Source: an optimization exercise on an open RTL-to-GDS flow (aim: small area). Production flows keep margins and buffers that such runs may drop.
In this exercise RTL edits were held to simulation tests only and were not proved equivalent to the original.
The flow treats the clock pin as an ideal source, which a real chip does not have.
No activity file was given, so power comes from the tool's default toggle rates.

File: flow/flow/run.sh
#!/bin/bash
# The standard layout (standard.sh) with two changes:
#  - synthesis runs ABC with an area-oriented script (flow/abc_area.script);
#  - the port buffers are sky130_fd_sc_hd__buf_1;
#  - CTS adds no dummy loads to the clock tree and builds it from
#    sky130_fd_sc_hd__clkbuf_4; flow/post_cts.tcl then makes the root and
#    the leaves with 10 or more sinks sky130_fd_sc_hd__clkbuf_8.
set -euo pipefail
W=$PWD
sed "s#SYNTH_SCRIPT=[^ ]*#SYNTH_SCRIPT=$W/flow/my_synth.tcl#" standard.sh > my_standard.sh
echo 'export BUFFER_PORTS_ARGS = -buffer_cell sky130_fd_sc_hd__buf_1' >> config.mk
echo 'export CTS_ARGS = -sink_clustering_enable -repair_clock_nets -dont_use_dummy_load -buf_list sky130_fd_sc_hd__clkbuf_4' >> config.mk
echo "export POST_CTS_TCL = $W/flow/post_cts.tcl" >> config.mk
export MY_ABC_SCRIPT=$W/flow/abc_area.script
export FLOW_SYNTH=$W/synth_recipe.tcl
bash my_standard.sh > flow.log 2>&1
File: flow/flow/abc_area.script
&get -n
&st
&deepsyn -T 20 -S 1
&st
&dch -f
&nf -R 1000 -a
&put
File: flow/flow/my_synth.tcl
# The standard synthesis (synth_recipe.tcl), with ABC's mapping script
# replaced by abc_area.script; registers are mapped before ABC and are untouched.
proc abc {args} {
  set i [lsearch -exact $args -script]
  if {$i >= 0} { lset args [expr {$i + 1}] $::env(MY_ABC_SCRIPT) }
  yosys abc {*}$args
}
source $::env(FLOW_SYNTH)
File: flow/flow/post_cts.tcl
# Upsize the clock tree's root and its heavily loaded leaf buffers.
set changed 0
foreach inst [get_cells clkbuf_*] {
  set out [get_pins -of_objects $inst -filter "direction==output"]
  set fo [llength [get_pins -of_objects [get_nets -of_objects $out] -filter "direction==input"]]
  if { [get_property $inst name] == "clkbuf_0_clk" || $fo >= 10 } {
    puts "post_cts: [get_property $inst name] fanout $fo -> clkbuf_8"
    replace_cell $inst sky130_fd_sc_hd__clkbuf_8
    incr changed
  }
}
if { $changed } {
  detailed_placement
  check_placement -verbose
  estimate_parasitics -placement
}
File: flow/standard.sh
#!/bin/bash
# synth_recipe.tcl (not shown) runs the flow's synth.tcl, then flattens the netlist and writes it again
# the make line also repeats each setting of config.mk as NAME=value (left out here)
make -C /OpenROAD-flow-scripts/flow DESIGN_CONFIG=/design/flow/config.mk WORK_HOME=/design/flow/orfs CLKGATE_MAP_FILE= SYNTH_SCRIPT=/design/flow/synth_recipe.tcl "${@:-finish}"
File: flow/config.mk
export PLATFORM = sky130hd
export DESIGN_NAME = test
export DESIGN_NICKNAME = test
export VERILOG_FILES = /design/flow/design.v
export SDC_FILE = /design/flow/constraint.sdc
export NUM_CORES = 4
export LEC_CHECK = 0
export CAP_MARGIN = 20
export CORE_MARGIN = 2
export CORE_UTILIZATION = 40
export SLEW_MARGIN = 20
export BUFFER_PORTS_ARGS = -buffer_cell sky130_fd_sc_hd__buf_1
export CTS_ARGS = -sink_clustering_enable -repair_clock_nets -dont_use_dummy_load -buf_list sky130_fd_sc_hd__clkbuf_4
export POST_CTS_TCL = /design/flow/flow/post_cts.tcl
File: flow/constraint.sdc
create_clock -name core_clock -period 10.0 [get_ports {clk}]
set_input_delay 2.0000 -clock core_clock [delete_from_list [all_inputs] [get_ports {clk}]]
set_output_delay 2.0000 -clock core_clock [all_outputs]
set_load 0.01 [all_outputs]
File: flow/design.v
module Custom_font_ROM(addr, out_data);
	input 	[5:0] addr;
	output reg [4:0] out_data;
	always @(*) begin
		case (addr)
			6'd0: out_data = 5'b01100;
			6'd1: out_data = 5'b01100;
			6'd3: out_data = 5'b00001;
			6'd4: out_data = 5'b10000;
			6'd5: out_data = 5'b11000;
			6'd6: out_data = 5'b00110;
			6'd7: out_data = 5'b00011;
			6'd8: out_data = 5'b00110;
			6'd9: out_data = 5'b00110;
			6'd11: out_data = 5'b10000;
			6'd12: out_data = 5'b00001;
			6'd13: out_data = 5'b00011;
			6'd14: out_data = 5'b01100;
			6'd15: out_data = 5'b11000;
			6'd16: out_data = 5'b10000;
			6'd17: out_data = 5'b11000;
			6'd18: out_data = 5'b00110;
			6'd19: out_data = 5'b00001;
			6'd24: out_data = 5'b00001;
			6'd25: out_data = 5'b00011;
			6'd26: out_data = 5'b01100;
			6'd27: out_data = 5'b10000;
			default: out_data = 5'b00000;
		endcase
	end
endmodule
module LCD_display_string(txt, index, out);
	input 		[1:0]	txt;
	input 		[4:0]	index;
	output reg 	[7:0]	out;
	always @(*) begin
		out = 8'h20;
		if (txt[0]) begin
			case (index)
				5'd5:  out = 8'h4e;
				5'd6:  out = 8'h43;
				5'd7:  out = 8'h4c;
				5'd8:  out = 8'h41;
				5'd9:  out = 8'h42;
				5'd11: out = 8'h00;
				5'd12: out = 8'h01;
				default: out = 8'h20;
			endcase
		end
		else if (txt[1]) begin
			case (index)
				5'd16: out = 8'h32;
				5'd17: out = 8'h30;
				5'd18: out = 8'h32;
				5'd19: out = 8'h34;
				5'd21: out = 8'h31;
				5'd22: out = 8'h31;
				5'd24: out = 8'h32;
				5'd25: out = 8'h38;
				default: out = 8'h20;
			endcase
		end
	end
endmodule
module IR_RECEIVE(iCLK, iRST_n, iIRDA, oDATA_READY, oCMD);
input               iCLK;
input               iRST_n;
input               iIRDA;
output              oDATA_READY;
output      [7:0]   oCMD;
localparam IDLE = 2'b00, GUIDANCE = 2'b01, DATAREAD = 2'b10;
localparam [12:0] B_IDLE = 13'b0100100000100,
                  B_GUID = 13'b0101101100100,
                  C625   = 13'b0101010010000,
                  C1297  = 13'b0000110001011;
reg     [1:0]   state, state_nx;
reg     [12:0]  cnt;
reg             flag;
reg     [5:0]   bitcount;
reg             T;           
reg     [7:0]   R;           
reg             M;           
reg             data_ready;
wire        z      = (cnt[11:0] == 12'd0);
wire        tc     = cnt[12] & z;
wire        fb     = cnt[12] ^ cnt[7] ^ cnt[6] ^ cnt[5] ^ z;
wire [12:0] cnt_nx = {cnt[11:0], fb};
always @(*) begin
    case (state)
        IDLE:     state_nx = tc ? GUIDANCE : IDLE;
        GUIDANCE: state_nx = tc ? DATAREAD : GUIDANCE;
        DATAREAD: state_nx = (tc || (bitcount == 6'd33)) ? IDLE : DATAREAD;
        default:  state_nx = IDLE;
    endcase
end
reg [12:0] base;
always @(*) begin
    case (state)
        IDLE:     base = B_IDLE;
        GUIDANCE: base = B_GUID;
        default:  base = 13'd0;
    endcase
end
wire chg  = (state_nx != state);
wire cond = (state == IDLE) ? ~iIRDA : iIRDA;
wire rd   = (state == DATAREAD);
wire sh   = rd && (cnt == C625);
wire st1  = rd && (cnt == C1297);
wire push = (bitcount <= 6'd24);
wire rot  = (bitcount >= 6'd25) && (bitcount <= 6'd31);
wire neq  = T ^ R[0];
always @(posedge iCLK or negedge iRST_n)
    if (!iRST_n) begin
        state    <= IDLE;
        flag     <= 1'b0;
        cnt      <= 13'd0;
        bitcount <= 6'd0;
        data_ready <= 1'b0;
    end
    else begin
        state <= state_nx;
        flag  <= cond & ~chg;
        cnt   <= flag ? cnt_nx : base;
        if (rd) begin
            if (sh) bitcount <= bitcount + 6'd1;
        end
        else
            bitcount <= 6'd0;
        data_ready <= (bitcount == 6'd32) && M && neq;
    end
always @(posedge iCLK) begin
    if (sh)       T <= 1'b0;
    else if (st1) T <= 1'b1;
    if (sh) begin
        if (push)     R <= {T, R[7:1]};
        else if (rot) R <= {R[0], R[7:1]};
    end
    if (!rd)
        M <= 1'b1;
    else if (sh && rot)
        M <= M & neq;
end
assign oDATA_READY = data_ready;
assign oCMD = {R[0], R[7:1]};
endmodule
module div400(clk, rst, en400);
    input               clk, rst;
    output              en400;
    localparam  [10:0]  S0 = 11'd1547, TC = 11'd1797;
    reg         [10:0]  count;
    reg                 half;
    wire        tc = (count == TC);
    assign en400 = tc & ~half;
    always @(posedge clk or negedge rst)
        if (!rst) begin
            count <= S0;
            half  <= 1'b0;
        end
        else begin
            count <= {count[9:0], count[10] ^ count[8] ^ tc};
            if (tc) half <= ~half;
        end
endmodule
module test(clk, rst, IRDA_RXD, LCD_DATA, LCD_EN, LCD_RW, LCD_RS, LED, KEY, SW);
    input               clk, rst;
    input               IRDA_RXD;
    output      [7:0]   LCD_DATA;
    input       [2:0]   KEY;
    input       [17:0]  SW;
    output              LCD_EN, LCD_RS, LCD_RW;
    output      [17:0]  LED;
    wire            en400;
    div400 div_400HZ(.clk(clk), .rst(rst), .en400(en400));
    wire            IR_READY;
    wire    [7:0]   IR_CMD;
    IR_RECEIVE IR(.iCLK(clk), .iRST_n(rst), .iIRDA(IRDA_RXD),
                  .oDATA_READY(IR_READY), .oCMD(IR_CMD));
    reg             IR_READY_q, IR_READY_q2;
    wire            IR_FALL  = IR_READY_q & ~IR_READY;
    wire            TXT_FALL = IR_READY_q2 & ~IR_READY_q;
    always @(posedge clk or negedge rst)
        if (!rst) begin
            IR_READY_q  <= 1'b0;
            IR_READY_q2 <= 1'b0;
        end
        else begin
            IR_READY_q  <= IR_READY;
            IR_READY_q2 <= IR_READY_q;
        end
    reg     [2:0]   led_pos;
    always @(posedge clk or negedge rst)
        if (!rst)
            led_pos <= 3'd0;
        else if (IR_FALL) begin
            if (IR_CMD == 8'h14) led_pos <= led_pos + 3'd1;
            else if (IR_CMD == 8'h18) led_pos <= led_pos - 3'd1;
        end
    assign LED = {10'd0, 8'd1 << led_pos};
    reg     [1:0]   txt;
    always @(posedge clk or negedge rst)
        if (!rst)
            txt <= 2'b00;
        else if (TXT_FALL) begin
            if (IR_CMD == 8'h01) txt <= 2'b01;
            else if (IR_CMD == 8'h02) txt <= 2'b10;
        end
    reg     [1:0]   txt_w;
    localparam INIT = 3'b000, FONT = 3'b001, HOME = 3'b010, CHAR = 3'b011, L2 = 3'b100;
    reg     [1:0]   ph;
    reg     [2:0]   t;
    reg     [5:0]   k;
    always @(posedge clk or negedge rst)
        if (!rst) begin
            ph <= 2'd0;
            t  <= INIT;
            k  <= 6'd59;
        end
        else if (en400) begin
            case (ph)
                2'd0:    ph <= 2'd1;
                2'd1:    ph <= 2'd2;
                default: ph <= 2'd0;
            endcase
            if (ph == 2'd0) begin
                case (t)
                    INIT: begin
                        k <= k + 6'd1;
                        if (k == 6'd63) t <= FONT;
                    end
                    FONT: begin
                        if (k == 6'd63) t <= HOME;
                        else k <= k + 6'd1;
                    end
                    CHAR: begin
                        if (k[3:0] == 4'd15) t <= k[4] ? HOME : L2;
                        else k <= k + 6'd1;
                    end
                    default: begin  
                        t <= CHAR;
                        k <= k + 6'd1;
                    end
                endcase
            end
        end
    always @(posedge clk)
        if (en400 && ph == 2'd0) txt_w <= txt;
    wire    [4:0]   font_data;
    wire    [7:0]   char_data;
    Custom_font_ROM cr(.addr(k), .out_data(font_data));
    LCD_display_string LCD(.txt(txt_w), .index(k[4:0]), .out(char_data));
    reg     [7:0]   data;
    always @(*) begin
        case (t)
            INIT:    case (k[1:0])
                         2'd0: data = 8'h38;
                         2'd1: data = 8'h01;
                         2'd2: data = 8'h06;
                         default: data = 8'h40;
                     endcase
            FONT:    data = {3'b000, font_data};
            HOME:    data = 8'h80;
            CHAR:    data = char_data;
            default: data = 8'hC0;
        endcase
    end
    assign LCD_DATA = data;
    assign LCD_EN   = (ph == 2'd1);
    assign LCD_RS   = t[0];
    assign LCD_RW   = 1'b0;
endmodule
==> results of run 1 <==
## kinds of logic (layout without fill, tap and decap cells)
| group | Yosys count | in the layout | synth area share, % |
|---|---|---|---|
| AND/OR/NAND/NOR | 136 | 136 | 23.4 |
| AO/OA/AOI/OAI | 52 | 52 | 9.58 |
| flip-flops | 65 | 65 | 53.3 |
| buffers and inverters | 19 | 38 | 3.58 |
| XOR/XNOR | 12 | 12 | 3.34 |
| other | 1 | 11 | 0.119 |
| adder cells (fa/ha/maj) | 11 | 11 | 4.61 |
| multiplexers | 6 | 6 | 2.07 |
## per-layer routing
| layer | vias to the layer above | track usage (%) | share of wire, % |
|---|---|---|---|
| li1 | 1114 | - | - |
| met1 | 1036 | 18.9 | 47 |
| met2 | 52 | 22.9 | 47 |
| met3 | 8 | 4.88 | 4.5 |
| met4 | 0 | 5.39 | 1.6 |
| met5 | - | 0 | 0 |
## registers in the layout, indices dropped and copies added (netlist names), 2 cells and up
| signal | flops |
|---|---|
| IR.bitcount | 6 |
| t | 3 |
| IR.cnt | 13 |
| IR.state | 2 |
| txt_w | 2 |
| ph | 2 |
| IR.R | 8 |
| k | 6 |
| txt | 2 |
| led_pos | 3 |
| div_400HZ.count | 11 |
## where the power goes
part / switching (mW) / total (mW) / internal (mW) / leakage, nW
Combinational: 0.0288 / 0.0541 / 0.0253 / 0.595
Clock: 0.0791 / 0.134 / 0.0550 / 0.0492
Sequential: 0.0281 / 0.322 / 0.294 / 0.789
## cell type report
class	instances	share of cell area (%)
multi-input combinational	228	41.0
tap	102	3.75
clock buffer	9	2.54
timing repair buffer	21	2.47
inverter	8	0.883
sequential	65	49.4
## worst reg2reg max path, delay by kind of cell (launching register included)
kind	cells	cell delay, ns
AND/OR/NAND/NOR	7	1.74
flip-flops	1	0.54
AO/OA/AOI/OAI	1	0.49
XOR/XNOR	1	0.15
## placed cells by master (no fill, tap or decap), types with 3 or more instances in the layout
| cell type | instances |
|---|---|
| nand4b_1 | 5 |
| nor2b_1 | 12 |
| nand4_1 | 4 |
| xor2_1 | 6 |
| conb_1 | 11 |
| clkbuf_8 | 3 |
| nand3_1 | 7 |
| o21ai_0 | 19 |
| nand2b_1 | 4 |
| nand2_1 | 34 |
| nor2_1 | 22 |
| mux2_1 | 4 |
| a21oi_1 | 20 |
| and2_0 | 8 |
| dfstp_2 | 10 |
| nor3b_1 | 5 |
| or2_0 | 3 |
| and3_1 | 3 |
| xnor2_1 | 6 |
| and3b_1 | 3 |
| edfxtp_1 | 10 |
| nor4_1 | 6 |
| dfrtp_1 | 43 |
| ha_1 | 10 |
| buf_1 | 19 |
| nor3_1 | 10 |
| clkinv_1 | 8 |
| clkbuf_4 | 6 |
## worst min-delay path by stage
stage                                   from                   to  slack [ns]  depth (start not counted)
final                     div_400HZ.count[9]  div_400HZ.count[10]        0.36                          0
after global routing      div_400HZ.count[9]  div_400HZ.count[10]        0.36                          0
after detailed placement  div_400HZ.count[0]   div_400HZ.count[1]        0.35                          0
after global placement    div_400HZ.count[0]   div_400HZ.count[1]        0.35                          0
after floorplan                IR.data_ready           IR_READY_q        0.35                          0
==> impl_metrics.ini, run 1 <==
[floorplan]
design.core.area_um2 = 7690
num_io_pins = 53
start_util_pct = 41.0
die_x_um = 92.7
dieHeight_um = 92.7
die_area_um2 = 8600
rows = 32

[global_routing]
grt_usage_pct = 14.6
grt_overflow = 0
grt_max_degree = 54
grt_pass1_wl_um = 9850
grt_pass1_vias = 2120
grt_antenna_before_repair = 0

[critical_path]
crit_cells = 8
path_cells = o21ai_0 -> nor2_1 -> nand3_1 -> a21oi_1 -> nand2_1 -> or2_0 -> nand4_1 -> buf_1
reg2reg_depth = 9
slowest_delay_ns = 0.64
crit-reg2reg-capture = k[5]
end_kind = output port
slowest_stage = dfstp_2
crit_family = simple AND/OR/NAND/NOR gates
worstPathRequired_ns = 8.00
critical_path_buf_inv_count = 1
crit_path_start = k[3]
r2r-start = div_400HZ.count[9]
cp_max_fo = 10
reg2reg_slack_ns = 6.99
worstSetupEndpoint = LCD_DATA[3]
start_kind = flip-flop
crit_arrival_ns = 2.12
timing_worst_setup_path_type = reg -> out

[finish]
area_growth_pct = 8.03
fin_nets = 368
num-fill-cells = 753
fin_cells = 433
multi_input_area_um2 = 1390
register_area_um2 = 1680
final_layout_size_suffix_gt1_share_pct = 6.34
fin_util_pct = 44.2
fin_area_um2 = 3400
insertedDiodeCount = 0

[sta]
hold_ws_ns = 0.356
worst_slack_ns = 5.88
setup_viol = 0
period_needed_ns = 4.12
max_freq_mhz = 242
finalSetupTns_ns = 0
drv_slew = 0
post-route-period-util_pct = 41.2
hold_violations = 0
tightestPinTransition_ns = 0.839
rsz0062_at_grt = no
final.setup_skew_ns = 0.0302
slew-limit-headroom_pct = 44.1

[clock_network]
clk_pin_slew_ns = 0.10
tritoncts = done
clkLatencyLatePin_ns = 0.34
clock_sinks = 65

[routing]
vias_per_cell = 5.10
drt-total-wl_um = 5540
firstDrtPassIters = 6
drtAntennaViolNets = 0
wl_per_cell_um = 12.8
drc = 0
drt_iter0_markers = 73
routed-via-count = 2210

[yosys]
yosys-top-cells-count = 43 x dfrtp_1, 34 x nand2_1, 22 x nor2_1
yosysSeqAreaShare_pct = 53.3
yosysUniqueCellTypes = 44
synth_edf_count = 10
avgSynthCellArea_um2 = 10.4
synthTopCellsByArea = dfrtp_1 34%, edfxtp_1 9.5%, dfstp_2 8.3%, nand2_1 4.1%, ha_1 4.0%
synth_most_common_cell = dfrtp_1
syn_inst = 302
synth_area_um2 = 3150
ys.flop_type = dfrtp_1
yosysWarningCount = 5
synth_top_area_share_pct = 34.2
synthArstFlopShare_pct = 81.5
ys_ff_latch = 65
post-synth-top-area-cell = dfrtp_1

[power_and_ir_drop]
power_density_nw_per_um2 = 150
peakVddDrop_uv = 131
p_leak_nw = 1.43
power_mw = 0.510

[placed_design]
globalplace.congestion = 0.880
placed_area_um2 = 3310
hpwl_um = 3990
dp_cells = 424
dp_slack_ns = 6.21
port_buffers = 20

[worst_hold_path]
hold_class = reg -> reg

[status]
status = complete, no violations

[job]
max_cap_violations = 0
==> run 2: changes to the inputs <==
--- a/flow/design.v
+++ b/flow/design.v
@@ -109,25 +109,26 @@
 wire push = (bitcount <= 6'd24);
 wire rot  = (bitcount >= 6'd25) && (bitcount <= 6'd31);
 wire neq  = T ^ R[0];
+wire [5:0] bitcount_nx = !rd ? 6'd0 : sh ? bitcount + 6'd1 : bitcount;
 always @(posedge iCLK or negedge iRST_n)
     if (!iRST_n) begin
-        state    <= IDLE;
-        flag     <= 1'b0;
-        cnt      <= 13'd0;
-        bitcount <= 6'd0;
+        state      <= IDLE;
+        flag       <= 1'b0;
+        cnt[12]    <= 1'b0;
+        bitcount[5] <= 1'b0;
         data_ready <= 1'b0;
     end
     else begin
-        state <= state_nx;
-        flag  <= cond & ~chg;
-        cnt   <= flag ? cnt_nx : base;
-        if (rd) begin
-            if (sh) bitcount <= bitcount + 6'd1;
-        end
-        else
-            bitcount <= 6'd0;
+        state      <= state_nx;
+        flag       <= cond & ~chg;
+        cnt[12]    <= flag ? cnt_nx[12] : base[12];
+        bitcount[5] <= bitcount_nx[5];
         data_ready <= (bitcount == 6'd32) && M && neq;
     end
+always @(posedge iCLK) begin
+    cnt[11:0]      <= flag ? cnt_nx[11:0] : base[11:0];
+    bitcount[4:0]  <= bitcount_nx[4:0];
+end
 always @(posedge iCLK) begin
     if (sh)       T <= 1'b0;
     else if (st1) T <= 1'b1;
==> impl_metrics.ini, run 2 <==
[clock_network]
tritoncts = done
clkLatencyLatePin_ns = 0.34
clock_sinks = 65
clk_pin_slew_ns = 0.09

[yosys]
yosysUniqueCellTypes = 50
yosys-top-cells-count = 26 x dfrtp_1, 26 x nand2_1, 21 x nor2_1
synth-compound-area-share_pct = 12.0
synth_adder_area_share_pct = 4.82
muxShareOfSynthArea_pct = 2.49
synthTopCellsByArea = dfrtp_1 22%, dfxtp_1 13%, edfxtp_1 10%, dfstp_2 8.7%, ha_1 4.2%
yosysSeqAreaShare_pct = 52.9
post-synth-top-area-cell = dfrtp_1
synth-simple-area-share_pct = 20.1
synthArstFlopShare_pct = 55.4
synth_xor_area_share_pct = 3.20
synth_top_area_share_pct = 21.6
avgSynthCellArea_um2 = 10.3
synth_edf_count = 10
synth_area_um2 = 3010
synth_top_family_by_area = simple AND/OR/NAND/NOR gates
yosysWarningCount = 5
syn_inst = 292
ys.flop_type = dfrtp_1
ys_ff_latch = 65

[sta]
rsz0062_at_grt = no
post-route-period-util_pct = 42.7
drv_slew = 0
setup_viol = 0
tightestPinTransition_ns = 0.904
max_freq_mhz = 234
final.setup_skew_ns = 0.0259
finalSetupTns_ns = 0
period_needed_ns = 4.27
slew-limit-headroom_pct = 39.7
hold_violations = 0

[floorplan]
design.core.area_um2 = 7290
die_x_um = 90.8
start_util_pct = 41.3
dieHeight_um = 90.8
rows = 31
die_area_um2 = 8240
num_io_pins = 53

[routing]
vias_per_cell = 5.10
drt_iter0_markers = 91
firstDrtPassIters = 4
drc = 0
wl_per_cell_um = 12.5
drtAntennaViolNets = 0
routed-via-count = 2137
drt-total-wl_um = 5220

[power_and_ir_drop]
p_leak_nw = 1.31
switching_share_pct = 26.3
p_seq_share_pct = 64.1
power_switching_mw = 0.131
power_frac_clock_pct = 26.3
peakVddDrop_uv = 115
comb_power_share_pct = 9.7
power_density_nw_per_um2 = 153
intPower_mw = 0.367

[critical_path]
crit_arrival_ns = 2.27
start_kind = flip-flop
worstPathRequired_ns = 8.00
end_kind = output port
cp_max_fo = 6
timing_worst_setup_path_type = reg -> out
reg2reg_depth = 12

[global_routing]
grt_usage_pct = 13.6
grt_pass1_vias = 2040
grt_antenna_before_repair = 0
grt_max_degree = 37
grt_pass1_wl_um = 9010
grt_overflow = 0

[status]
status = complete, no violations

[finish]
fin_util_pct = 44.5
reg_top3 = IR.cnt x13, div_400HZ.count x11, IR.R x8
largest_reg_flops = 13
top_register = IR.cnt
insertedDiodeCount = 0
fin_nets = 357
num-fill-cells = 747
area_growth_pct = 7.81
mostFrequentLayoutCells = 26 x dfrtp_1, 26 x nand2_1, 21 x nor2_1
final_layout_size_suffix_gt1_share_pct = 6.25

[placed_design]
globalplace.congestion = 0.940
hpwl_um = 3700
port_buffers = 20

[worst_hold_path]
hold-path-cell-count = 0
hold_class = reg -> reg

[job]
max_cap_violations = 0
[run 2: changes by cell type after synthesis, moves of 2 or more]
| cell | change |
|---|---|
| nor2b_1 | -5 |
| nor4_1 | -4 |
| dfxtp_1 | +17 |
| nor3_1 | +3 |
| clkinv_1 | +5 |
| nand4_1 | -2 |
| o21a_1 | +3 |
| nand4b_1 | -2 |
| nand2_1 | -8 |
| dfrtp_1 | -17 |
[run 2: final timing paths]
check | start | to | slack, ns
max | k[1] | LCD_DATA[6] | 5.73
min | div_400HZ.count[4] | div_400HZ.count[5] | 0.36
max reg2reg | div_400HZ.count[10] | t[2] | 6.76
min reg2reg | div_400HZ.count[4] | div_400HZ.count[5] | 0.36
max in group asynchronous | rst | IR.cnt[12] | 7.64
min in group asynchronous | rst | IR.state[0] | 1.78
[run 2: area by class of cell]
cell class                      instances  area (um^2)  share of cell area [%]
Clock buffer                            9         80.1                    2.47
Inverter                               13         48.8                    1.50
Multi-Input combinational cell        213         1330                    40.8
Sequential cell                        65         1590                    49.1
Tap cell                               99          124                    3.81
Timing Repair Buffer                   20         76.3                    2.35
[run 2: per-stage QoR]
step	area, um^2	setup slack [ns]	hold slack [ns]	power [mW]	cells
floorplan	3050	6.35	0.345	0.359	302
global placement	3170	6.12	0.355	0.372	410
detailed placement	3170	6.12	0.356	0.372	410
global route	3250	5.50	0.374	0.526	419
finish	3250	5.73	0.365	0.497	419
[run 2: cell families (layout without fill, tap and decap cells)]
kind of cell / count (synthesis) / count (layout)
other: 1 / 11
XOR/XNOR: 11 / 11
AO/OA/AOI/OAI: 59 / 59
adder cells (fa/ha/maj): 11 / 11
flip-flops: 65 / 65
AND/OR/NAND/NOR: 114 / 114
buffers and inverters: 24 / 42
multiplexers: 7 / 7
[run 2: critical path, stage by stage, from the launching register on]
cell and delay [ns]:
dfstp_2 0.59, ha_1 0.24, nor2b_1 0.22, a21oi_1 0.07, nor3_1 0.28, nand2_1 0.08, o21ai_0 0.16, a211o_1 0.13
buf_1 0.15
[run 2: power groups by stage]
stage	sequential, mW	combinational, mW	clock (mW)
floorplan	0.316	0.0427	0
global placement	0.324	0.0479	0
detailed placement	0.323	0.0484	0
global route	0.323	0.0555	0.147
finish	0.319	0.0480	0.131
[run 2: per-layer routing]
metal	GRT usage (%)	up-vias	share of wire, %
met5	0	-	0
met4	8.08	0	1.9
met3	3.34	9	4.6
met2	21.1	47	46
met1	17.1	998	48
li1	-	1083	-
==> run 3: changes to the inputs <==
==> flow/flow/run.sh (replaced) <==
#!/bin/bash
# The standard layout (standard.sh) with two changes:
#  - synthesis runs ABC with an area-oriented script (flow/abc_area.script);
#  - the port buffers are sky130_fd_sc_hd__buf_1;
#  - constant outputs share one tie cell (no tie fan-out repair);
#  - CTS adds no dummy loads to the clock tree and builds it from
#    sky130_fd_sc_hd__clkbuf_4; flow/post_cts.tcl then makes the root and
#    the leaves with 10 or more sinks sky130_fd_sc_hd__clkbuf_8.
set -euo pipefail
W=$PWD
sed "s#SYNTH_SCRIPT=[^ ]*#SYNTH_SCRIPT=$W/flow/my_synth.tcl#" standard.sh > my_standard.sh
echo 'export BUFFER_PORTS_ARGS = -buffer_cell sky130_fd_sc_hd__buf_1' >> config.mk
echo 'export CTS_ARGS = -sink_clustering_enable -repair_clock_nets -dont_use_dummy_load -buf_list sky130_fd_sc_hd__clkbuf_4' >> config.mk
echo 'export SKIP_REPAIR_TIE_FANOUT = 1' >> config.mk
echo "export POST_CTS_TCL = $W/flow/post_cts.tcl" >> config.mk
export MY_ABC_SCRIPT=$W/flow/abc_area.script
export FLOW_SYNTH=$W/synth_recipe.tcl
bash my_standard.sh > flow.log 2>&1
--- a/flow/config.mk
+++ b/flow/config.mk
@@ -11,4 +11,5 @@
 export SLEW_MARGIN = 20
 export BUFFER_PORTS_ARGS = -buffer_cell sky130_fd_sc_hd__buf_1
 export CTS_ARGS = -sink_clustering_enable -repair_clock_nets -dont_use_dummy_load -buf_list sky130_fd_sc_hd__clkbuf_4
+export SKIP_REPAIR_TIE_FANOUT = 1
 export POST_CTS_TCL = /design/flow/flow/post_cts.tcl
==> impl_metrics.ini, run 3 <==
[yosys]
yosys-top-cells-count = 26 x dfrtp_1, 26 x nand2_1, 21 x nor2_1
ys_ff_latch = 65
post-synth-top-area-cell = dfrtp_1
synthTopCellsByArea = dfrtp_1 22%, dfxtp_1 13%, edfxtp_1 10%, dfstp_2 8.7%, ha_1 4.2%
synth_edf_count = 10
syn_inst = 292
yosysWarningCount = 5
synth_top_area_share_pct = 21.6
avgSynthCellArea_um2 = 10.3
synthArstFlopShare_pct = 55.4
yosysUniqueCellTypes = 50
yosysSeqAreaShare_pct = 52.9
synth_area_um2 = 3010
ys.flop_type = dfrtp_1

[critical_path]
end_kind = output port
critical_path_buf_inv_count = 1
cp_max_fo = 14
slowest_delay_ns = 0.62
path_cells = o21ai_0 -> a211oi_1 -> o21a_1 -> nand3_1 -> o21ai_0 -> a211o_1 -> buf_1
crit_cells = 7
start_kind = flip-flop
worstPathRequired_ns = 8.00
cp_common_cell = o21ai_0
timing_worst_setup_path_type = reg -> out
crit_family = compound AO/OA/AOI/OAI gates
crit_arrival_ns = 2.26
slowest_stage = dfrtp_1
reg2reg_depth = 12

[floorplan]
start_util_pct = 41.3
design.core.area_um2 = 7290
num_io_pins = 53
rows = 31
dieHeight_um = 90.8
die_area_um2 = 8240
die_x_um = 90.8

[sta]
post-route-period-util_pct = 42.6
hold_ws_ns = 0.368
max_freq_mhz = 235
setup_viol = 0
tightestPinTransition_ns = 0.909
rsz0062_at_grt = no
period_needed_ns = 4.26
final.setup_skew_ns = 0.0353
drv_slew = 0
slew-limit-headroom_pct = 39.4
hold_violations = 0
finalSetupTns_ns = 0

[global_routing]
grt_max_degree = 37
grt_pass1_wl_um = 9000
grt_usage_pct = 13.5
grt_overflow = 0
grt_pass1_vias = 1937
grt_antenna_before_repair = 0

[power_and_ir_drop]
intPower_mw = 0.371
peakVddDrop_uv = 53.9
p_leak_nw = 1.28
comb_power_share_pct = 9.8
power_frac_clock_pct = 26.2
switching_share_pct = 25.5
power_switching_mw = 0.127
power_density_nw_per_um2 = 155
p_seq_share_pct = 64.0

[finish]
reg_top3 = IR.cnt x13, div_400HZ.count x11, IR.R x8
fin_area_um2 = 3220
insertedDiodeCount = 0
area_growth_pct = 6.77
num-fill-cells = 727
fin_util_pct = 44.1
top_register = IR.cnt
final_layout_size_suffix_gt1_share_pct = 6.45
mostFrequentLayoutCells = 26 x dfrtp_1, 26 x nand2_1, 21 x nor2_1
largest_reg_flops = 13
fin_nets = 347

[clock_network]
clk_pin_slew_ns = 0.09
clkLatencyLatePin_ns = 0.33
tritoncts = done
clock_sinks = 65

[placed_design]
port_buffers = 20
placed_area_um2 = 3130
globalplace.congestion = 0.845
hpwl_um = 3750

[worst_hold_path]
hold_class = reg -> reg
hold-path-cell-count = 0

[job]
max_cap_violations = 0

[status]
status = complete, no violations

[routing]
firstDrtPassIters = 4
wl_per_cell_um = 12.9
routed-via-count = 2099
drt-total-wl_um = 5280
vias_per_cell = 5.13
drc = 0
drt_iter0_markers = 132
drtAntennaViolNets = 0
[run 3: through the flow]
step | std cells | setup WS [ns] | total power [mW]
final | 409 | 5.74 | 0.497
after global routing | 409 | 5.53 | 0.531
after detailed placement | 400 | 6.12 | 0.373
after global placement | 400 | 6.10 | 0.371
after floorplan | 292 | 6.35 | 0.359
[run 3: routing by layer]
layer,GRT usage (%),vias up,part of all wire [%]
li1,-,1073,-
met1,18.1,985,51
met3,3.76,4,4.1
met2,20.6,37,45
met5,0,-,0
met4,5.30,0,0.68
[run 3: area by class of cell]
cell class	instances	area, um^2	share of cell area [%]
Clock buffer	9	86.3	2.68
Inverter	13	48.8	1.52
Multi-Input combinational cell	203	1290	40.0
Sequential cell	65	1590	49.6
Tap cell	99	124	3.85
Timing Repair Buffer	20	76.3	2.37
[run 3: path summary, 6_finish.rpt]
| kind | from | end | slack [ns] |
|---|---|---|---|
| max | k[2] | LCD_DATA[6] | 5.74 |
| max reg2reg | div_400HZ.count[10] | t[2] | 6.74 |
| min | div_400HZ.count[0] | div_400HZ.count[1] | 0.37 |
| max in group asynchronous | rst | IR_READY_q2 | 7.62 |
| min reg2reg | div_400HZ.count[0] | div_400HZ.count[1] | 0.37 |
| min in group asynchronous | rst | IR.flag | 1.78 |
[run 3: worst register-to-register path, stage by stage (launching register included)]
cell and delay (ns):
dfstp_2 0.55, nand4b_1 0.09, nor4b_1 0.32, nand2_1 0.14
or2_0 0.29, nor3_1 0.49, o21ai_0 0.37, o21a_1 0.37
nand2b_1 0.13, xnor2_1 0.17, nor2_1 0.07, nor2_1 0.10
nor2_1 0.04
[run 3: kinds of logic (layout without fill, tap and decap cells)]
logic type	after synthesis	after routing	share of synthesized area (%)
AO/OA/AOI/OAI	59	59	12.0
flip-flops	65	65	52.9
XOR/XNOR	11	11	3.20
other	1	1	0.124
AND/OR/NAND/NOR	114	114	20.1
multiplexers	7	7	2.49
adder cells (fa/ha/maj)	11	11	4.82
buffers and inverters	24	42	4.36
[run 3: power groups by stage]
stage	registers, mW	clock network [mW]	logic [mW]
2_1_floorplan	0.316	0	0.0427
3_3_place_gp	0.324	0	0.0475
3_5_place_dp	0.323	0	0.0493
5_1_grt	0.323	0.151	0.0567
6_report	0.318	0.131	0.0486
==> run 4: changes to the inputs <==
==> flow/flow/abc_area.script (replaced) <==
&get -n
&st
&deepsyn -I 1 -J 50 -S 1 -T 120
&st
&dch -f
&nf -R 1000 -a
&put
==> impl_metrics.ini, run 4 <==
[floorplan]
rows = 31
die_x_um = 90.8
start_util_pct = 41.3
dieHeight_um = 90.8
design.core.area_um2 = 7290
die_area_um2 = 8240
num_io_pins = 53

[yosys]
yosysWarningCount = 5
synthArstFlopShare_pct = 55.4
synth_area_um2 = 3010
synth_top_area_share_pct = 21.6
yosys-top-cells-count = 26 x dfrtp_1, 26 x nand2_1, 21 x nor2_1
yosysUniqueCellTypes = 50
synthTopCellsByArea = dfrtp_1 22%, dfxtp_1 13%, edfxtp_1 10%, dfstp_2 8.7%, ha_1 4.2%
yosysSeqAreaShare_pct = 52.9
syn_inst = 292
ys_ff_latch = 65
synth_edf_count = 10
post-synth-top-area-cell = dfrtp_1
ys.flop_type = dfrtp_1
avgSynthCellArea_um2 = 10.3

[clock_network]
clk_pin_slew_ns = 0.09
tritoncts = done
clkLatencyLatePin_ns = 0.33
clock_sinks = 65

[finish]
fin_area_um2 = 3220
fin_nets = 347
reg_top3 = IR.cnt x13, div_400HZ.count x11, IR.R x8
area_growth_pct = 6.77
mostFrequentLayoutCells = 26 x dfrtp_1, 26 x nand2_1, 21 x nor2_1
top_register = IR.cnt
final_layout_size_suffix_gt1_share_pct = 6.45
fin_cells = 409
largest_reg_flops = 13
insertedDiodeCount = 0
fin_util_pct = 44.1

[critical_path]
path_cells = o21ai_0 -> a211oi_1 -> o21a_1 -> nand3_1 -> o21ai_0 -> a211o_1 -> buf_1
crit_arrival_ns = 2.26
worstPathRequired_ns = 8.00
reg2reg_depth = 12
slowest_stage = dfrtp_1
critical_path_buf_inv_count = 1
timing_worst_setup_path_type = reg -> out
crit_family = compound AO/OA/AOI/OAI gates
slowest_delay_ns = 0.62
start_kind = flip-flop
end_kind = output port
crit_cells = 7
cp_common_cell = o21ai_0
cp_max_fo = 14

[placed_design]
globalplace.congestion = 0.845
port_buffers = 20
placed_area_um2 = 3130
dp_slack_ns = 6.12
hpwl_um = 3750
dp_cells = 400

[power_and_ir_drop]
power_mw = 0.497
power_density_nw_per_um2 = 155
peakVddDrop_uv = 53.9
p_seq_share_pct = 64.0
power_frac_clock_pct = 26.2
intPower_mw = 0.371
comb_power_share_pct = 9.8
switching_share_pct = 25.5
p_leak_nw = 1.28
power_switching_mw = 0.127

[worst_hold_path]
hold-path-cell-count = 0
hold_class = reg -> reg

[routing]
routed-via-count = 2099
vias_per_cell = 5.13
drtAntennaViolNets = 0
drt-total-wl_um = 5280
firstDrtPassIters = 4
drc = 0
drt_iter0_markers = 132
wl_per_cell_um = 12.9

[sta]
post-route-period-util_pct = 42.6
rsz0062_at_grt = no
hold_violations = 0
drv_slew = 0
setup_viol = 0
period_needed_ns = 4.26
tightestPinTransition_ns = 0.909
final.setup_skew_ns = 0.0353
max_freq_mhz = 235
slew-limit-headroom_pct = 39.4
finalSetupTns_ns = 0
worst_slack_ns = 5.74
hold_ws_ns = 0.368

[global_routing]
grt_pass1_vias = 1937
grt_overflow = 0
grt_max_degree = 37
grt_pass1_wl_um = 9000
grt_antenna_before_repair = 0
grt_usage_pct = 13.5

[status]
status = complete, no violations

[job]
max_cap_violations = 0
run 4: cell counts after synthesis:
Identical to the previous run, type by type.
run 4: path summary, 6_finish.rpt:
path	startpoint	to	slack, ns
min	div_400HZ.count[0]	div_400HZ.count[1]	0.37
min in group asynchronous	rst	IR.flag	1.78
max	k[2]	LCD_DATA[6]	5.74
max reg2reg	div_400HZ.count[10]	t[2]	6.74
max in group asynchronous	rst	IR_READY_q2	7.62
min reg2reg	div_400HZ.count[0]	div_400HZ.count[1]	0.37
run 4: kinds of logic (layout without fill, tap and decap cells):
family | Yosys count | after routing | synth area share [%]
AO/OA/AOI/OAI | 59 | 59 | 12.0
XOR/XNOR | 11 | 11 | 3.20
adder cells (fa/ha/maj) | 11 | 11 | 4.82
buffers and inverters | 24 | 42 | 4.36
flip-flops | 65 | 65 | 52.9
multiplexers | 7 | 7 | 2.49
other | 1 | 1 | 0.124
AND/OR/NAND/NOR | 114 | 114 | 20.1
run 4: worst register-to-register path, delay by kind of cell, from the launching register on:
family | cells | cell delay [ns]
compound gates | 2 | 0.74
flops | 1 | 0.55
xor+xnor | 1 | 0.17
simple gates | 9 | 1.67
run 4: power by group through the flow:
stage / sequential, mW / combinational, mW / clock [mW]
3_3_place_gp: 0.324 / 0.0475 / 0
5_1_grt: 0.323 / 0.0567 / 0.151
6_report: 0.318 / 0.0486 / 0.131
3_5_place_dp: 0.323 / 0.0493 / 0
2_1_floorplan: 0.316 / 0.0427 / 0
run 4: area by class of cell:
type / count / area (um^2)
Multi-Input combinational cell: 203 / 1290
Fill cell: 727 / 4080
Tap cell: 99 / 124
Sequential cell: 65 / 1590
Clock buffer: 9 / 86.3
Inverter: 13 / 48.8
Timing Repair Buffer: 20 / 76.3
run 4: routing by layer:
layer / track usage, % / share of wire [%] / vias to the layer above
met1: 18.1 / 51 / 985
met2: 20.6 / 45 / 37
met5: 0 / 0 / -
li1: - / - / 1073
met3: 3.76 / 4.1 / 4
met4: 5.30 / 0.68 / 0
==> run 5: changes to the inputs <==
==> flow/flow/run.sh (replaced) <==
#!/bin/bash
# The standard layout (standard.sh) with these changes:
#  - synthesis runs ABC with an area-oriented script (flow/abc_area.script,
#    deepsyn then area mapping); the synthesis is tried with six deepsyn
#    seeds and the layout is made from the seed whose netlist is smallest;
#  - the port buffers are sky130_fd_sc_hd__buf_1;
#  - constant outputs share one tie cell (no tie fan-out repair);
#  - CTS adds no dummy loads to the clock tree and builds it from
#    sky130_fd_sc_hd__clkbuf_4; flow/post_cts.tcl then makes the root and
#    the leaves with 10 or more sinks sky130_fd_sc_hd__clkbuf_8.
set -euo pipefail
W=$PWD
echo 'export BUFFER_PORTS_ARGS = -buffer_cell sky130_fd_sc_hd__buf_1' >> config.mk
echo 'export CTS_ARGS = -sink_clustering_enable -repair_clock_nets -dont_use_dummy_load -buf_list sky130_fd_sc_hd__clkbuf_4' >> config.mk
echo 'export SKIP_REPAIR_TIE_FANOUT = 1' >> config.mk
echo "export POST_CTS_TCL = $W/flow/post_cts.tcl" >> config.mk
export FLOW_SYNTH=$W/synth_recipe.tcl

# synthesis with each seed, each in a work folder of its own
for S in 1 2 3 4 5 6; do
  sed "s/-S 1 /-S $S /" flow/abc_area.script > abc_s$S.script
  sed "s#WORK_HOME=[^ ]*#WORK_HOME=$W/try_s$S#; s#SYNTH_SCRIPT=[^ ]*#SYNTH_SCRIPT=$W/flow/my_synth.tcl#" standard.sh > try_s$S.sh
  ( MY_ABC_SCRIPT=$W/abc_s$S.script bash try_s$S.sh synth > try_s$S.log 2>&1 || true ) &
done
wait
BEST=1; BESTA=1e12
for S in 1 2 3 4 5 6; do
  f=$W/try_s$S/reports/sky130hd/test/base/synth_stat.txt
  [[ -f $f ]] || continue
  A=$(grep -m1 "Chip area for module" $f | awk '{print $NF}')
  echo "seed $S synth area $A" | tee -a seeds.log
  if awk "BEGIN{exit !($A < $BESTA)}"; then BEST=$S; BESTA=$A; fi
done
echo "best seed $BEST ($BESTA)" | tee -a seeds.log

sed "s#SYNTH_SCRIPT=[^ ]*#SYNTH_SCRIPT=$W/flow/my_synth.tcl#" standard.sh > my_standard.sh
MY_ABC_SCRIPT=$W/abc_s$BEST.script bash my_standard.sh > flow.log 2>&1
--- a/flow/config.mk
+++ b/flow/config.mk
@@ -7,7 +7,8 @@
 export LEC_CHECK = 0
 export CAP_MARGIN = 20
 export CORE_MARGIN = 2
-export CORE_UTILIZATION = 40
+export CORE_UTILIZATION = 75
+export PLACE_DENSITY = 0.85
 export SLEW_MARGIN = 20
 export BUFFER_PORTS_ARGS = -buffer_cell sky130_fd_sc_hd__buf_1
 export CTS_ARGS = -sink_clustering_enable -repair_clock_nets -dont_use_dummy_load -buf_list sky130_fd_sc_hd__clkbuf_4
==> impl_metrics.ini, run 5 <==
[floorplan]
die_area_um2 = 4510
start_util_pct = 79.9
design.core.area_um2 = 3740
dieHeight_um = 67.2
die_x_um = 67.2
rows = 22
num_io_pins = 53

[sta]
drv_slew = 0
hold_ws_ns = 0.367
tightestPinTransition_ns = 0.880
finalSetupTns_ns = 0
setup_viol = 0
slew-limit-headroom_pct = 41.3
period_needed_ns = 4.41
post-route-period-util_pct = 44.1
rsz0062_at_grt = no
max_freq_mhz = 227
hold_violations = 0
final.setup_skew_ns = 0.0267

[critical_path]
slowest_delay_ns = 0.57
worstPathRequired_ns = 8.00
start_kind = flip-flop
timing_worst_setup_path_type = reg -> out
path_cells = clkinv_1 -> ha_1 -> nor2b_1 -> a21oi_1 -> nor2_1 -> a221o_1 -> a31oi_1 -> o31ai_1 -> buf_1
end_kind = output port
cp_max_fo = 5
crit_arrival_ns = 2.41
slowest_stage = dfstp_2

[power_and_ir_drop]
power_density_nw_per_um2 = 166
switching_share_pct = 27.8
power_switching_mw = 0.145
intPower_mw = 0.376
p_seq_share_pct = 62.4
comb_power_share_pct = 11.9
power_frac_clock_pct = 25.7
power_mw = 0.521
peakVddDrop_uv = 123
p_leak_nw = 1.27

[yosys]
synthArstFlopShare_pct = 55.4
syn_inst = 290
synth_area_um2 = 2990
yosys-top-cells-count = 29 x nand2_1, 27 x nor2_1, 26 x dfrtp_1
ys.flop_type = dfrtp_1
synth_most_common_cell = nand2_1
avgSynthCellArea_um2 = 10.3
ys_ff_latch = 65
synth_edf_count = 10
synthTopCellsByArea = dfrtp_1 22%, dfxtp_1 13%, edfxtp_1 10%, dfstp_2 8.8%, ha_1 4.2%
post-synth-top-area-cell = dfrtp_1
synth_top_area_share_pct = 21.7
yosysSeqAreaShare_pct = 53.3
yosysWarningCount = 5
yosysUniqueCellTypes = 49

[clock_network]
tritoncts = done
clkLatencyLatePin_ns = 0.33
clock_sinks = 65
clk_pin_slew_ns = 0.07

[status]
status = complete, no violations

[placed_design]
placed_area_um2 = 3050
hpwl_um = 3890
globalplace.congestion = 0.914
dp_cells = 347
port_buffers = 20

[routing]
wl_per_cell_um = 15.6
vias_per_cell = 6.14
drc = 0
drt-total-wl_um = 5560
routed-via-count = 2185
drtAntennaViolNets = 0
firstDrtPassIters = 4
drt_iter0_markers = 205

[global_routing]
grt_usage_pct = 27.6
grt_pass1_vias = 2042
grt_overflow = 0
grt_antenna_before_repair = 0
grt_max_degree = 37
grt_pass1_wl_um = 9180

[finish]
insertedDiodeCount = 0
fin_nets = 345
fin_cells = 356
final_layout_size_suffix_gt1_share_pct = 6.49
top_register = IR.cnt
reg_top3 = IR.cnt x13, div_400HZ.count x11, IR.R x8
final_common_cell = nand2_1
largest_reg_flops = 13
area_growth_pct = 4.68
fin_area_um2 = 3130
mostFrequentLayoutCells = 29 x nand2_1, 27 x nor2_1, 26 x dfrtp_1

[job]
max_cap_violations = 0

[worst_hold_path]
hold_class = reg -> reg
## run 5: cell count changes after synthesis, sizes merged, moves of 3 or more
cell    before  now
nor2        21   27
a21oi       19   14
clkinv      13    9
nand2       26   29
nor3        13   10
## run 5: worst paths after layout
path,from,to,slack [ns],cells past startpoint
worst max-delay path,k[0],LCD_DATA[0],5.59,9
worst min-delay path,div_400HZ.count[9],div_400HZ.count[10],0.37,0
worst max register to register,div_400HZ.count[10],t[2],6.67,12
worst min register to register,div_400HZ.count[9],div_400HZ.count[10],0.37,0
max in group asynchronous,rst,t[2],7.66,1
min in group asynchronous,rst,t[1],1.77,1
## run 5: critical path: cells and delay by family, from the launching register on
family                   cells  cell delay [ns]
adder cells (fa/ha/maj)      1             0.28
AO/OA/AOI/OAI                4             0.73
AND/OR/NAND/NOR              2             0.27
flip-flops                   1             0.57
buffers and inverters        2             0.26
## run 5: power by group through the flow
stage | Clock (mW) | Combinational, mW | Sequential, mW
after floorplan | 0 | 0.0508 | 0.321
after global placement | 0 | 0.0565 | 0.329
after detailed placement | 0 | 0.0607 | 0.330
final | 0.134 | 0.0620 | 0.325
after global routing | 0.147 | 0.0730 | 0.331
## run 5: through the flow
step | setup WS, ns | util [%]
after floorplan | 6.26 | -
after global placement | 6.03 | 81.4
after detailed placement | 5.97 | 81.4
after global routing | 5.43 | 83.7
final | 5.59 | 83.7
## run 5: layer usage
layer / global-route usage, % / vias up / share of wire, %
met1: 36.4 / 1040 / 46
met2: 43.8 / 67 / 48
met5: 0 / - / 0
li1: - / 1064 / -
met3: 7.00 / 14 / 4.4
met4: 11.5 / 0 / 1.5
## run 5: area by class of cell
class | count | area [um^2]
clock buffers | 9 | 86.3
inverters | 9 | 33.8
flip-flops and latches | 65 | 1590
fillers | 216 | 611
well taps | 48 | 60.1
repair buffers | 20 | 76.3
multi-input cells | 205 | 1280
## run 5: kinds of logic (layout without fill, tap and decap cells)
| group | after synthesis | in the layout | share of synthesized area, % |
|---|---|---|---|
| adders and majority gates | 11 | 11 | 4.85 |
| other | 1 | 1 | 0.125 |
| buffers and inverters | 20 | 38 | 3.89 |
| AOI/OAI and AO/OA | 59 | 59 | 12.4 |
| xor gates and xnor gates | 11 | 11 | 3.22 |
| and+or+nand+nor | 116 | 116 | 19.7 |
| muxes | 7 | 7 | 2.51 |
| DFF | 65 | 65 | 53.3 |
==> run 6: changes to the inputs <==
--- a/flow/config.mk
+++ b/flow/config.mk
@@ -7,8 +7,8 @@
 export LEC_CHECK = 0
 export CAP_MARGIN = 20
 export CORE_MARGIN = 2
-export CORE_UTILIZATION = 75
-export PLACE_DENSITY = 0.85
+export CORE_UTILIZATION = 60
+export PLACE_DENSITY = 0.75
 export SLEW_MARGIN = 20
 export BUFFER_PORTS_ARGS = -buffer_cell sky130_fd_sc_hd__buf_1
 export CTS_ARGS = -sink_clustering_enable -repair_clock_nets -dont_use_dummy_load -buf_list sky130_fd_sc_hd__clkbuf_4
==> impl_metrics.ini, run 6 <==
[status]
status = complete, no violations

[yosys]
synthArstFlopShare_pct = 55.4
syn_inst = 290
synth_edf_count = 10
post-synth-top-area-cell = dfrtp_1
synthTopCellsByArea = dfrtp_1 22%, dfxtp_1 13%, edfxtp_1 10%, dfstp_2 8.8%, ha_1 4.2%
synth_area_um2 = 2990
yosys-top-cells-count = 29 x nand2_1, 27 x nor2_1, 26 x dfrtp_1
yosysWarningCount = 5
synth_top_area_share_pct = 21.7
avgSynthCellArea_um2 = 10.3
yosysSeqAreaShare_pct = 53.3
yosysUniqueCellTypes = 49
ys_ff_latch = 65
synth_most_common_cell = nand2_1
ys.flop_type = dfrtp_1

[clock_network]
tritoncts = done
clock_sinks = 65
clk_pin_slew_ns = 0.09
clkLatencyLatePin_ns = 0.33

[finish]
area_growth_pct = 5.27
final_common_cell = nand2_1
fin_util_pct = 66.3
insertedDiodeCount = 0
fin_cells = 375
mostFrequentLayoutCells = 29 x nand2_1, 27 x nor2_1, 26 x dfrtp_1
num-fill-cells = 415
fin_nets = 345
reg_top3 = IR.cnt x13, div_400HZ.count x11, IR.R x8
top_register = IR.cnt
largest_reg_flops = 13
final_layout_size_suffix_gt1_share_pct = 6.49

[routing]
drtAntennaViolNets = 0
firstDrtPassIters = 4
wl_per_cell_um = 13.6
routed-via-count = 2154
drt_iter0_markers = 75
vias_per_cell = 5.74
drt-total-wl_um = 5090
drc = 0

[sta]
period_needed_ns = 4.39
drv_slew = 0
hold_violations = 0
final.setup_skew_ns = 0.0230
tightestPinTransition_ns = 0.904
setup_viol = 0
worst_slack_ns = 5.61
max_freq_mhz = 228
post-route-period-util_pct = 43.9
finalSetupTns_ns = 0
slew-limit-headroom_pct = 39.8
rsz0062_at_grt = no

[global_routing]
grt_max_degree = 37
grt_pass1_wl_um = 8760
grt_usage_pct = 21.1
grt_pass1_vias = 2013
grt_antenna_before_repair = 0
grt_overflow = 0

[job]
max_cap_violations = 0

[placed_design]
dp_cells = 366
hpwl_um = 3540
dp_slack_ns = 5.99
globalplace.congestion = 0.965
port_buffers = 20

[critical_path]
start_kind = flip-flop
cp_max_fo = 5
timing_worst_setup_path_type = reg -> out
crit_arrival_ns = 2.39
worstPathRequired_ns = 8.00
end_kind = output port

[floorplan]
num_io_pins = 53
die_area_um2 = 5570
dieHeight_um = 74.6
die_x_um = 74.6
start_util_pct = 62.9
rows = 25
design.core.area_um2 = 4750

[worst_hold_path]
hold_class = reg -> reg

[power_and_ir_drop]
p_leak_nw = 1.27
peakVddDrop_uv = 153
power_density_nw_per_um2 = 163
-- run 6: cell counts after synthesis --
No cell type changed its count.
-- run 6: power by group --
part,switching (mW),internal [mW]
Clock,0.0776,0.0507
Combinational,0.0336,0.0261
Sequential,0.0293,0.295
Total,0.141,0.372
-- run 6: critical path, stage by stage (launching register included) --
cell	delay [ns]
dfstp_2	0.57
clkinv_1	0.12
ha_1	0.28
nor2b_1	0.17
a21oi_1	0.18
nor2_1	0.08
a221o_1	0.26
a31oi_1	0.15
o31ai_1	0.11
buf_1	0.14
-- run 6: final timing paths --
| kind | end | slack [ns] | start | cells after the start |
|---|---|---|---|---|
| setup / recovery | LCD_DATA[0] | 5.61 | k[0] | 9 |
| hold / removal | div_400HZ.count[10] | 0.37 | div_400HZ.count[9] | 0 |
| setup reg to reg | t[2] | 6.82 | div_400HZ.count[10] | 12 |
| hold reg to reg | div_400HZ.count[10] | 0.37 | div_400HZ.count[9] | 0 |
| max in group asynchronous | t[0] | 7.64 | rst | 1 |
| min in group asynchronous | div_400HZ.half | 1.78 | rst | 1 |
-- run 6: metal layers --
metal | up-vias | wire length [um] | share of wire [%] | global-route usage (%)
li1 | 1065 | - | - | -
met1 | 1029 | 2420 | 48 | 27.3
met2 | 55 | 2390 | 47 | 33.3
met3 | 5 | 239 | 4.7 | 6.16
met4 | 0 | 46 | 0.90 | 9.33
met5 | - | 0 | 0 | 0
-- run 6: cells by family (layout without fill, tap and decap cells) --
family,count (synthesis),in the layout,synth area share [%]
buffers and inverters,20,38,3.89
multiplexers,7,7,2.51
adder cells (fa/ha/maj),11,11,4.85
XOR/XNOR,11,11,3.22
AO/OA/AOI/OAI,59,59,12.4
other,1,1,0.125
flip-flops,65,65,53.3
AND/OR/NAND/NOR,116,116,19.7
-- run 6: area by class of cell --
type | count | area (um^2) | share of cell area, %
flip-flops and latches | 65 | 1590 | 50.6
repair buffers | 20 | 76.3 | 2.42
clock buffers | 9 | 80.1 | 2.54
well taps | 67 | 83.8 | 2.66
multi-input cells | 205 | 1280 | 40.7
inverters | 9 | 33.8 | 1.07
-- run 6: metrics by stage --
step,power (mW),area [um^2],hold slack (ns)
2_1_floorplan,0.372,2990,0.345
3_3_place_gp,0.386,3070,0.356
3_5_place_dp,0.389,3070,0.357
5_1_grt,0.545,3150,0.379
6_report,0.513,3150,0.371
==> run 7: changes to the inputs <==
--- a/flow/config.mk
+++ b/flow/config.mk
@@ -7,8 +7,7 @@
 export LEC_CHECK = 0
 export CAP_MARGIN = 20
 export CORE_MARGIN = 2
-export CORE_UTILIZATION = 60
-export PLACE_DENSITY = 0.75
+export CORE_UTILIZATION = 40
 export SLEW_MARGIN = 20
 export BUFFER_PORTS_ARGS = -buffer_cell sky130_fd_sc_hd__buf_1
 export CTS_ARGS = -sink_clustering_enable -repair_clock_nets -dont_use_dummy_load -buf_list sky130_fd_sc_hd__clkbuf_4
==> impl_metrics.ini, run 7 <==
[status]
status = complete, no violations

[floorplan]
dieHeight_um = 90.5
design.core.area_um2 = 7250
rows = 31
die_area_um2 = 8190
num_io_pins = 53
die_x_um = 90.5
start_util_pct = 41.3

[clock_network]
clock_sinks = 65
tritoncts = done
clkLatencyLatePin_ns = 0.33
clk_pin_slew_ns = 0.09

[critical_path]
start_kind = flip-flop
cp_max_fo = 5
end_kind = output port
timing_worst_setup_path_type = reg -> out
slowest_delay_ns = 0.57
crit_arrival_ns = 2.40
slowest_stage = dfstp_2
path_cells = clkinv_1 -> ha_1 -> nor2b_1 -> a21oi_1 -> nor2_1 -> a221o_1 -> a31oi_1 -> o31ai_1 -> buf_1
worstPathRequired_ns = 8.00

[power_and_ir_drop]
p_leak_nw = 1.27
peakVddDrop_uv = 123
power_density_nw_per_um2 = 160

[finish]
top_register = IR.cnt
area_growth_pct = 6.61
final_common_cell = nand2_1
multi_input_area_um2 = 1280
insertedDiodeCount = 0
fin_util_pct = 44.0
fin_cells = 407
fin_nets = 345
largest_reg_flops = 13
final_layout_size_suffix_gt1_share_pct = 6.49
num-fill-cells = 693
register_area_um2 = 1590
mostFrequentLayoutCells = 29 x nand2_1, 27 x nor2_1, 26 x dfrtp_1
reg_top3 = IR.cnt x13, div_400HZ.count x11, IR.R x8
fin_area_um2 = 3190

[yosys]
post-synth-top-area-cell = dfrtp_1
avgSynthCellArea_um2 = 10.3
syn_inst = 290
synthTopCellsByArea = dfrtp_1 22%, dfxtp_1 13%, edfxtp_1 10%, dfstp_2 8.8%, ha_1 4.2%
synth_xor_area_share_pct = 3.22
synth_adder_area_share_pct = 4.85
synth_most_common_cell = nand2_1
ys_ff_latch = 65
ys.flop_type = dfrtp_1
synth_top_family_by_area = simple AND/OR/NAND/NOR gates
yosys-top-cells-count = 29 x nand2_1, 27 x nor2_1, 26 x dfrtp_1
synthArstFlopShare_pct = 55.4
yosysSeqAreaShare_pct = 53.3
synth_edf_count = 10
yosysUniqueCellTypes = 49
yosysWarningCount = 5
synth_area_um2 = 2990
synth-simple-area-share_pct = 19.7
synth-compound-area-share_pct = 12.4
synth_top_area_share_pct = 21.7
muxShareOfSynthArea_pct = 2.51

[sta]
post-route-period-util_pct = 44.0
period_needed_ns = 4.40
final.setup_skew_ns = 0.0262
drv_slew = 0
slew-limit-headroom_pct = 42.4
tightestPinTransition_ns = 0.864
hold_ws_ns = 0.355
finalSetupTns_ns = 0
hold_violations = 0
setup_viol = 0
max_freq_mhz = 227
rsz0062_at_grt = no

[global_routing]
grt_usage_pct = 13.7
grt_antenna_before_repair = 0
grt_pass1_vias = 2025
grt_pass1_wl_um = 9070
grt_overflow = 0
grt_max_degree = 37

[routing]
drtAntennaViolNets = 0
vias_per_cell = 5.20
wl_per_cell_um = 12.7
drc = 0
routed-via-count = 2117
drt_iter0_markers = 83
drt-total-wl_um = 5180
firstDrtPassIters = 4

[job]
max_cap_violations = 0

[placed_design]
dp_cells = 398
hpwl_um = 3670
placed_area_um2 = 3110
port_buffers = 20
globalplace.congestion = 0.914

[worst_hold_path]
hold_class = reg -> reg
run 7: through the flow:
| step | power (mW) | setup WS, ns |
|---|---|---|
| final | 0.511 | 5.60 |
| after global routing | 0.544 | 5.48 |
| after detailed placement | 0.389 | 5.99 |
| after global placement | 0.388 | 5.95 |
| after floorplan | 0.372 | 6.26 |
run 7: worst paths after layout:
check | startpoint | endpoint | slack [ns] | cells after the start
max in group asynchronous | rst | t[1] | 7.67 | 1
min in group asynchronous | rst | div_400HZ.count[2] | 1.76 | 1
setup / recovery | k[0] | LCD_DATA[0] | 5.60 | 9
setup reg to reg | div_400HZ.count[10] | t[2] | 6.76 | 12
hold / removal | div_400HZ.count[9] | div_400HZ.count[10] | 0.35 | 0
hold reg to reg | div_400HZ.count[9] | div_400HZ.count[10] | 0.35 | 0
run 7: power by group:
group          total [mW]  switching [mW]  leakage [nW]  internal (mW)
clock               0.129          0.0778        0.0466         0.0507
sequential          0.324          0.0293         0.709          0.295
combinational      0.0584          0.0323         0.516         0.0261
total               0.511           0.139          1.27          0.372
run 7: routing by layer:
metal	vias up	global-route usage [%]	routed length, um	share of wire (%)
li1	1061	-	-	-
met1	996	15.3	2370	46
met2	49	23.9	2480	48
met3	11	5.76	253	4.9
met4	0	3.85	69	1.3
met5	-	0	0	0
run 7: cells by family after synthesis:
kind of cell    after synthesis
compound gates               59
xor+xnor                     11
fa+ha+maj                    11
buf+inv                      20
flops                        65
mux                           7
other cells                   1
simple gates                116
run 7: worst max-delay path, delay by kind of cell, from the launching register on:
| kind | cells | cell delay, ns |
|---|---|---|
| simple gates | 2 | 0.25 |
| compound gates | 4 | 0.73 |
| flops | 1 | 0.57 |
| fa+ha+maj | 1 | 0.27 |
| buf+inv | 2 | 0.25 |
run 7: cell type report:
| type | instances | share of cell area (%) |
|---|---|---|
| Inverter | 9 | 1.06 |
| Timing Repair Buffer | 20 | 2.39 |
| Sequential cell | 65 | 50.0 |
| Tap cell | 99 | 3.88 |
| Clock buffer | 9 | 2.51 |
| Multi-Input combinational cell | 205 | 40.2 |
==> run 8: changes to the inputs <==
--- a/flow/flow/run.sh
+++ b/flow/flow/run.sh
@@ -3,6 +3,7 @@
 #  - synthesis runs ABC with an area-oriented script (flow/abc_area.script,
 #    deepsyn then area mapping); the synthesis is tried with six deepsyn
 #    seeds and the layout is made from the seed whose netlist is smallest;
+#  - adders are left to ABC (no ADDER_MAP_FILE), like the rest of the logic;
 #  - the port buffers are sky130_fd_sc_hd__buf_1;
 #  - constant outputs share one tie cell (no tie fan-out repair);
 #  - CTS adds no dummy loads to the clock tree and builds it from
@@ -10,6 +11,7 @@
 #    the leaves with 10 or more sinks sky130_fd_sc_hd__clkbuf_8.
 set -euo pipefail
 W=$PWD
+echo 'export ADDER_MAP_FILE =' >> config.mk
 echo 'export BUFFER_PORTS_ARGS = -buffer_cell sky130_fd_sc_hd__buf_1' >> config.mk
 echo 'export CTS_ARGS = -sink_clustering_enable -repair_clock_nets -dont_use_dummy_load -buf_list sky130_fd_sc_hd__clkbuf_4' >> config.mk
 echo 'export SKIP_REPAIR_TIE_FANOUT = 1' >> config.mk
--- a/flow/config.mk
+++ b/flow/config.mk
@@ -9,6 +9,7 @@
 export CORE_MARGIN = 2
 export CORE_UTILIZATION = 40
 export SLEW_MARGIN = 20
+export ADDER_MAP_FILE =
 export BUFFER_PORTS_ARGS = -buffer_cell sky130_fd_sc_hd__buf_1
 export CTS_ARGS = -sink_clustering_enable -repair_clock_nets -dont_use_dummy_load -buf_list sky130_fd_sc_hd__clkbuf_4
 export SKIP_REPAIR_TIE_FANOUT = 1
==> impl_metrics.ini, run 8 <==
[status]
status = complete, no violations

[yosys]
synth_edf_count = 10
syn_inst = 277
avgSynthCellArea_um2 = 10.3
yosysWarningCount = 5
yosysSeqAreaShare_pct = 55.9
yosys-top-cells-count = 27 x nand2_1, 27 x nor2_1, 26 x dfrtp_1
synthArstFlopShare_pct = 55.4
synth_top_area_share_pct = 22.8
ys.flop_type = dfrtp_1
synth_area_um2 = 2850
post-synth-top-area-cell = dfrtp_1
yosysUniqueCellTypes = 47
synthTopCellsByArea = dfrtp_1 23%, dfxtp_1 13%, edfxtp_1 11%, dfstp_2 9.2%, nand2_1 3.6%
ys_ff_latch = 65

[critical_path]
critical_path_buf_inv_count = 1
worstSetupEndpoint = LCD_DATA[2]
reg2reg_slack_ns = 7.22
slowest_delay_ns = 0.54
end_kind = output port
worstPathRequired_ns = 8.00
reg2reg_depth = 9
crit_cells = 9
start_kind = flip-flop
crit_arrival_ns = 2.99
crit-reg2reg-capture = k[5]
timing_worst_setup_path_type = reg -> out
path_cells = nor2b_1 -> nor3b_1 -> a21boi_0 -> o21ai_0 -> nor2b_1 -> o21ai_0 -> a22oi_1 -> nand2_1 -> buf_1
crit_path_start = t[0]
r2r-start = div_400HZ.count[0]
slowest_stage = a21boi_0
cp_max_fo = 8
crit_family = simple AND/OR/NAND/NOR gates

[clock_network]
clk_pin_slew_ns = 0.07
clkLatencyLatePin_ns = 0.33
tritoncts = done
clock_sinks = 65

[sta]
final.setup_skew_ns = 0.0223
hold_ws_ns = 0.366
hold_violations = 0
setup_viol = 0
period_needed_ns = 4.99
worst_slack_ns = 5.01
tightestPinTransition_ns = 0.897
finalSetupTns_ns = 0
post-route-period-util_pct = 49.9
max_freq_mhz = 201
rsz0062_at_grt = no
drv_slew = 0
slew-limit-headroom_pct = 40.2

[routing]
drtAntennaViolNets = 0
wl_per_cell_um = 12.4
routed-via-count = 2052
drt_iter0_markers = 68
firstDrtPassIters = 4
drt-total-wl_um = 4860
drc = 0
vias_per_cell = 5.25

[power_and_ir_drop]
power_density_nw_per_um2 = 164
p_leak_nw = 1.20
peakVddDrop_uv = 133
power_mw = 0.501

[finish]
fin_area_um2 = 3050
insertedDiodeCount = 0
fin_util_pct = 44.7
top_register = IR.cnt
fin_cells = 391
area_growth_pct = 7.02
largest_reg_flops = 13
fin_nets = 321
final_layout_size_suffix_gt1_share_pct = 6.78
reg_top3 = IR.cnt x13, div_400HZ.count x11, IR.R x8
mostFrequentLayoutCells = 27 x nor2_1, 27 x nand2_1, 26 x dfrtp_1

[global_routing]
grt_max_degree = 37
grt_antenna_before_repair = 0
grt_overflow = 0
grt_pass1_vias = 1840
grt_usage_pct = 13.6
grt_pass1_wl_um = 8220

[job]
max_cap_violations = 0

[floorplan]
design.core.area_um2 = 6830
die_x_um = 88.4
dieHeight_um = 88.4
start_util_pct = 41.7
rows = 30
die_area_um2 = 7820
num_io_pins = 53

[worst_hold_path]
hold_class = reg -> reg

[placed_design]
port_buffers = 20
placed_area_um2 = 2970
globalplace.congestion = 0.887
hpwl_um = 3400
dp_slack_ns = 5.37
dp_cells = 382
-- run 8: changes by cell type after synthesis, moves of 4 or more --
cell / change
ha_1: -10
clkinv_1: -7
o21ai_0: -6
nor2b_1: +4
-- run 8: final cells by class --
| cell class | count | area [um^2] |
|---|---|---|
| Sequential cell | 65 | 1590 |
| Fill cell | 694 | 3780 |
| Clock buffer | 9 | 86.3 |
| Multi-Input combinational cell | 199 | 1170 |
| Inverter | 2 | 7.51 |
| Timing Repair Buffer | 20 | 76.3 |
| Tap cell | 96 | 120 |
-- run 8: worst min path at each step --
stage | start | to | slack, ns | cells after the start
floorplan | div_400HZ.count[9] | div_400HZ.count[10] | 0.35 | 0
global placement | div_400HZ.count[9] | div_400HZ.count[10] | 0.35 | 0
detailed placement | div_400HZ.count[0] | div_400HZ.count[1] | 0.35 | 0
global route | div_400HZ.count[9] | div_400HZ.count[10] | 0.37 | 0
finish | div_400HZ.count[9] | div_400HZ.count[10] | 0.37 | 0
-- run 8: power by group --
part | total [mW] | internal, mW | switching, mW
sequential | 0.320 | 0.293 | 0.0276
combinational | 0.0496 | 0.0231 | 0.0265
clock | 0.131 | 0.0550 | 0.0760
-- run 8: cells by family after synthesis --
| group | after synthesis | share of synthesized area [%] |
|---|---|---|
| XOR/XNOR | 10 | 3.07 |
| buffers and inverters | 13 | 3.16 |
| flip-flops | 65 | 55.9 |
| AND/OR/NAND/NOR | 128 | 23.9 |
| AO/OA/AOI/OAI | 55 | 12.0 |
| other | 1 | 0.132 |
| multiplexers | 5 | 1.84 |
-- run 8: worst register-to-register path, delay by kind of cell, from the launching register on --
family / cells / cell delay (ns)
buf+inv: 1 / 0.19
compound gates: 1 / 0.54
flops: 1 / 0.53
simple gates: 7 / 1.46
-- run 8: layer usage --
metal	vias up	track usage [%]	share of wire, %
met5	-	0	0
met4	0	6.75	0.99
met3	5	4.01	4.1
met2	33	20.3	46
met1	982	18.0	49
li1	1032	-	-

what the ideal ports hide:
The flow's constraints put no driver on any port. The routed layouts listed below were extracted and timed again, unchanged, in two steps. Step 1, drivers: a clkbuf_16 drives clk and a buf_2 each remaining input, both assumed. Step 2, shift: input delay + t, output delay - t, t = (earliest + latest rising clock arrival at the registers) / 2. This alone moves slack from input paths to output paths. a / b / c = no drivers / after step 1 / after step 2; a / b = the first two.
run | t (ns) | slack for setup (ns)
run 1 | 0.353 | 5.876 / 5.846 / 6.199
run 2 | 0.356 | 5.730 / 5.701 / 6.057
run 3 | 0.341 | 5.739 / 5.712 / 6.053
run 4 | 0.341 | 5.739 / 5.712 / 6.053
run 5 | 0.343 | 5.588 / 5.566 / 5.908
run 6 | 0.347 | 5.607 / 5.580 / 5.927
run 7 | 0.349 | 5.597 / 5.569 / 5.918
run 8 | 0.346 | 5.015 / 4.986 / 5.331
After both steps every run listed still meets setup and hold.
